What follows belongs to an exercise in optimizing a design on an open flow for small area; a production flow would make more cautious choices.
In this exercise RTL edits were held to simulation tests only and were not proved equivalent to the original.
Power is estimated from default activity; no workload was simulated.

## rgb2YCbCr
module rgb2YCbCr #(
parameter pix_per_clock = 4,
parameter data_width    = 8
)
(
input wire clk_in,
input wire reset,
input wire [(data_width*pix_per_clock*3)-1:0] rdata,
input wire rlast,
output reg rready,
input wire ruser,
input wire rvalid,
output reg [(data_width*pix_per_clock*3)-1:0] tdata,
output reg tlast,
input wire tready,
output reg tuser,
output reg tvalid
);
Size in the first run: about 1300 cells after synthesis, ~410 flip-flops, ~200 I/O pins, roughly 19000 um2 of cells after synthesis.
clock: 5.0 ns
lec_check: 0
cap_margin: 20
core_margin: 2
core_utilization: 75
slew_margin: 20
synth_hierarchical: 1
synth_minimum_keep_size: 0
standard.sh (not shown) runs the stock make flow with config.mk's settings and CLKGATE_MAP_FILE= SYNTH_SCRIPT=/design/flow/synth_recipe.tcl, a recipe that flattens the netlist after the stock synthesis.
==> flow/flow/run.sh <==
#!/bin/bash
# Standard layout (the standard.sh, unchanged synthesis and floorplan) with two
# knobs passed through the environment:
#  - ports are buffered with the smallest buffer (buf_1) instead of the default choice;
#  - clock tree synthesis uses clkbuf_4 on clusters of up to 10 sinks and adds no dummy loads.
set -euo pipefail
cd "$(dirname "$0")/.."
export BUFFER_PORTS_ARGS="-buffer_cell sky130_fd_sc_hd__buf_1"
export GLOBAL_PLACEMENT_ARGS="-timing_driven_repair_tns_end_percent 0"
export CTS_ARGS="-sink_clustering_enable -repair_clock_nets -dont_use_dummy_load -sink_clustering_size 10 -sink_clustering_max_diameter 40 -buf_list sky130_fd_sc_hd__clkbuf_4"
bash standard.sh > standard.log 2>&1
Next try:
--- a/flow/flow/run.sh
+++ b/flow/flow/run.sh
@@ -9 +8,0 @@
-export GLOBAL_PLACEMENT_ARGS="-timing_driven_repair_tns_end_percent 0"
- CORE_UTILIZATION: 75 -> 80
Effect: The changed run produced a layout that fails on setup timing; cell area barely changes; setup slack loses 0.18 ns; die area is lower by 6.1%; via count is higher by about 3.5%; critical path depth does not change; sequential cell count stays the same; worst hold slack gains 0.017 ns; total power is higher by 2.6%.

========
## run A
Another version of the RTL of rgb2YCbCr (not shown whole).
For scale: ~1300 cells after synthesis, about 410 flip-flops, about 0.019 sq mm of cells after synthesis.
Design rgb2YCbCr, start of the top module:
module rgb2YCbCr #(
parameter pix_per_clock = 4,
parameter data_width    = 8
)
(
input wire clk_in,
input wire reset,
input wire [(data_width*pix_per_clock*3)-1:0] rdata,
input wire rlast,
output reg rready,
input wire ruser,
input wire rvalid,
output reg [(data_width*pix_per_clock*3)-1:0] tdata,
output reg tlast,
input wire tready,
output reg tuser,
output reg tvalid
);
clock: 5.0 ns
lec_check: 0
cap_margin: 20
core_margin: 2
core_utilization: 60
place_density: 0.75
slew_margin: 20
synth_hierarchical: 1
synth_minimum_keep_size: 0
==> flow/flow/run.sh <==
#!/bin/bash
# Standard layout (the standard.sh, unchanged synthesis and floorplan) with two
# knobs passed through the environment:
#  - ports are buffered with the smallest buffer (buf_1) instead of the default choice;
#  - clock tree synthesis uses clkbuf_8 on clusters of up to 20 sinks and adds no dummy loads.
set -euo pipefail
cd "$(dirname "$0")/.."
export BUFFER_PORTS_ARGS="-buffer_cell sky130_fd_sc_hd__buf_1"
export CTS_ARGS="-sink_clustering_enable -repair_clock_nets -dont_use_dummy_load -sink_clustering_size 20 -sink_clustering_max_diameter 60 -buf_list sky130_fd_sc_hd__clkbuf_8"
bash standard.sh > standard.log 2>&1
## Diff of input files: run B against run A
Settings: an added CTS_CLUSTER_SIZE of 30; an added CTS_BUF_LIST of sky130_fd_sc_hd__clkbuf_4; a change of CORE_UTILIZATION from 60 to 40; a deleted PLACE_DENSITY that had been 0.75.
==> flow/run.sh (new file) <==
#!/bin/bash
# synth_recipe.tcl (not shown) runs the flow's synth.tcl, then flattens the netlist and writes it again
# the make line also repeats each setting of config.mk as NAME=value (left out here)
make -C /OpenROAD-flow-scripts/flow DESIGN_CONFIG=/design/flow/config.mk WORK_HOME=/design/flow/orfs CLKGATE_MAP_FILE= SYNTH_SCRIPT=/design/flow/synth_recipe.tcl finish
removed: flow/flow/run.sh
removed: flow/standard.sh
Findings:
Of the two candidates, run A has the better total via count in the routed design and run B the worse one. Run B reports its startpoint of the most critical setup path as g_d3[2][3] while run A reports g_d3[0][5]. The die outline area in run B sits 49% above the value recorded for run A. Wire length: run B worse than run A. Summary of the comparison: worst hold slack is higher in run B, relative to run A. Diff run A -> run B: data required time at the worst endpoint went up 0.24 ns, power in sequential cells held, worst setup slack went up 0.013 ns. Of run B and run A, it is run B that has the lower clock-pin slew on the worst setup and hold paths.
The inputs of run C differ from those of run B as listed below.
Settings: clearing CTS_CLUSTER_SIZE, which used to be 30; clearing CTS_BUF_LIST, which used to be sky130_fd_sc_hd__clkbuf_4.
==> flow/flow/run.sh (new file) <==
#!/bin/bash
# Standard layout (the standard.sh, unchanged synthesis and floorplan) with two
# knobs passed through the environment:
#  - ports are buffered with the smallest buffer (buf_1) instead of the default choice;
#  - clock tree synthesis clusters more sinks per buffer and adds no dummy loads.
set -euo pipefail
cd "$(dirname "$0")/.."
export BUFFER_PORTS_ARGS="-buffer_cell sky130_fd_sc_hd__buf_1"
export CTS_ARGS="-sink_clustering_enable -repair_clock_nets -dont_use_dummy_load -sink_clustering_size 20 -sink_clustering_max_diameter 60 -buf_list {sky130_fd_sc_hd__clkbuf_4 sky130_fd_sc_hd__clkbuf_8}"
bash standard.sh > standard.log 2>&1
==> flow/standard.sh (new file) <==
#!/bin/bash
# synth_recipe.tcl (not shown) runs the flow's synth.tcl, then flattens the netlist and writes it again
# the make line also repeats each setting of config.mk as NAME=value (left out here)
make -C /OpenROAD-flow-scripts/flow DESIGN_CONFIG=/design/flow/config.mk WORK_HOME=/design/flow/orfs CLKGATE_MAP_FILE= SYNTH_SCRIPT=/design/flow/synth_recipe.tcl "${@:-finish}"
removed: flow/run.sh
--- outcome ---
~same maximum frequency in run B and run C. Run C: final wirelength 4.5% below run B. Diff run B -> run C: number of non-clock buffers grew by 2; largest vdd supply drop increased 0.025 mV; area occupied by multi-input gates ~0 delta. Compared with run B, run C shows fraction of area in clock buffers and inverters lower by 3.6 points. Sort run B and run C by amount of wire on met3 after detailed routing, ascending, and run C comes first. Cell area on run C is down relative to run B.
Edits applied to the flow inputs when going from run C to run D:
Settings: changing CORE_UTILIZATION from 40 to 60.
-- flow/flow/run.sh --
<<< run C, line 8
export BUFFER_PORTS_ARGS="-buffer_cell sky130_fd_sc_hd__buf_1"
export CTS_ARGS="-sink_clustering_enable -repair_clock_nets -dont_use_dummy_load -sink_clustering_size 20 -sink_clustering_max_diameter 60 -buf_list {sky130_fd_sc_hd__clkbuf_4 sky130_fd_sc_hd__clkbuf_8}"
bash standard.sh > standard.log 2>&1
>>> run D, line 8
export BUFFER_PORTS_ARGS="-buffer_cell sky130_fd_sc_hd__buf_1"
export CTS_ARGS="-sink_clustering_enable -repair_clock_nets -dont_use_dummy_load -sink_clustering_size 20 -sink_clustering_max_diameter 60 -buf_list sky130_fd_sc_hd__clkbuf_8"
bash standard.sh > standard.log 2>&1
Notes after the runs:
- Run D: all stages complete, timing, DRC and antenna checks passed
- Per the comparison of run D with run C, clock period minus final worst setup slack lost 0.0053 ns, filler cell count lost about 45%, peak supply drop picked up an extra 0.055 mV.
Edits applied to the flow inputs when going from run D to run E:
Settings: CORE_UTILIZATION changed from 60 to 40.
-- flow/flow/run.sh --
<<< run D, line 8
export BUFFER_PORTS_ARGS="-buffer_cell sky130_fd_sc_hd__buf_1"
export CTS_ARGS="-sink_clustering_enable -repair_clock_nets -dont_use_dummy_load -sink_clustering_size 20 -sink_clustering_max_diameter 60 -buf_list sky130_fd_sc_hd__clkbuf_8"
bash standard.sh > standard.log 2>&1
>>> run E, line 8
export BUFFER_PORTS_ARGS="-buffer_cell sky130_fd_sc_hd__buf_1"
export CTS_ARGS="-sink_clustering_enable -repair_clock_nets -dont_use_dummy_load -sink_clustering_size 35 -sink_clustering_max_diameter 80 -buf_list sky130_fd_sc_hd__clkbuf_16"
bash standard.sh > standard.log 2>&1
[summary]
Run E completed end to end with timing, DRC and antenna clean. For first-iteration DRC count, dividing the value from run E by the value from run D gives 1.05. Against run D, total net switching power in run E came out worse. On minimum setup slack in the final design, run D tracks run E almost exactly. Run D → run E: cell count after placement +217; timing-limited maximum frequency has remained practically unchanged; wire length after detailed routing went up. Fraction of area in clock buffers and inverters: run E > run D. Final area (lower): run D. Comparing multi-input combinational area share for run D and run E, the smaller number came from run E.
[inputs] run F vs run E
-- flow/flow/run.sh --
<<< run E, line 8
export BUFFER_PORTS_ARGS="-buffer_cell sky130_fd_sc_hd__buf_1"
export CTS_ARGS="-sink_clustering_enable -repair_clock_nets -dont_use_dummy_load -sink_clustering_size 35 -sink_clustering_max_diameter 80 -buf_list sky130_fd_sc_hd__clkbuf_16"
bash standard.sh > standard.log 2>&1
>>> run F, line 8
export BUFFER_PORTS_ARGS="-buffer_cell sky130_fd_sc_hd__buf_1"
export CTS_ARGS="-sink_clustering_enable -repair_clock_nets -dont_use_dummy_load -sink_clustering_size 30 -buf_list sky130_fd_sc_hd__clkbuf_4"
bash standard.sh > standard.log 2>&1
Results
- In the final reports, the cell area of run F is larger than that of run E.
- Changes observed in run F relative to run E: met2 routed wirelength picked up an extra 2.6%; register-to-register slack neither gained nor lost much; global routing usage on met2 picked up an extra 0.23 points.
- Run F reached the final stage; the timing, DRC and antenna checks on its layout passed.

-- static timing again, ports no longer ideal --
No port has a modelled driver above. Below, the same layouts with a new extraction and two added sets of constraints. Step 1 assumes that a clkbuf_16 drives the clock port and a buf_2 every other input. Step 2, shift: input delay + t, output delay - t, t = (earliest + latest rising clock arrival at the registers) / 2. This alone moves slack from input paths to output paths. a / b / c = no drivers / after step 1 / after step 2; a / b = the first two.
run | shift t [ns] | slack for setup (ns) | worst data-port slew with drivers (ns)
the first run of note 1 | 0.716 | 0.174 / 0.174 / 0.174 | 0.09
the second run of note 1 | 0.706 | -0.008 / -0.008 / -0.008 | 0.09
run A | 0.627 | 0.131 / 0.131 / 0.131 | 0.07
run B | 0.880 | 0.144 / 0.144 / 0.144 | 0.09
run C | 0.665 | 0.155 / 0.155 / 0.155 | 0.06
run D | 0.645 | 0.160 / 0.160 / 0.160 | 0.11
run E | 0.583 | 0.158 / 0.158 / 0.158 | 0.06
run F | 0.810 | 0.152 / 0.152 / 0.152 | 0.06
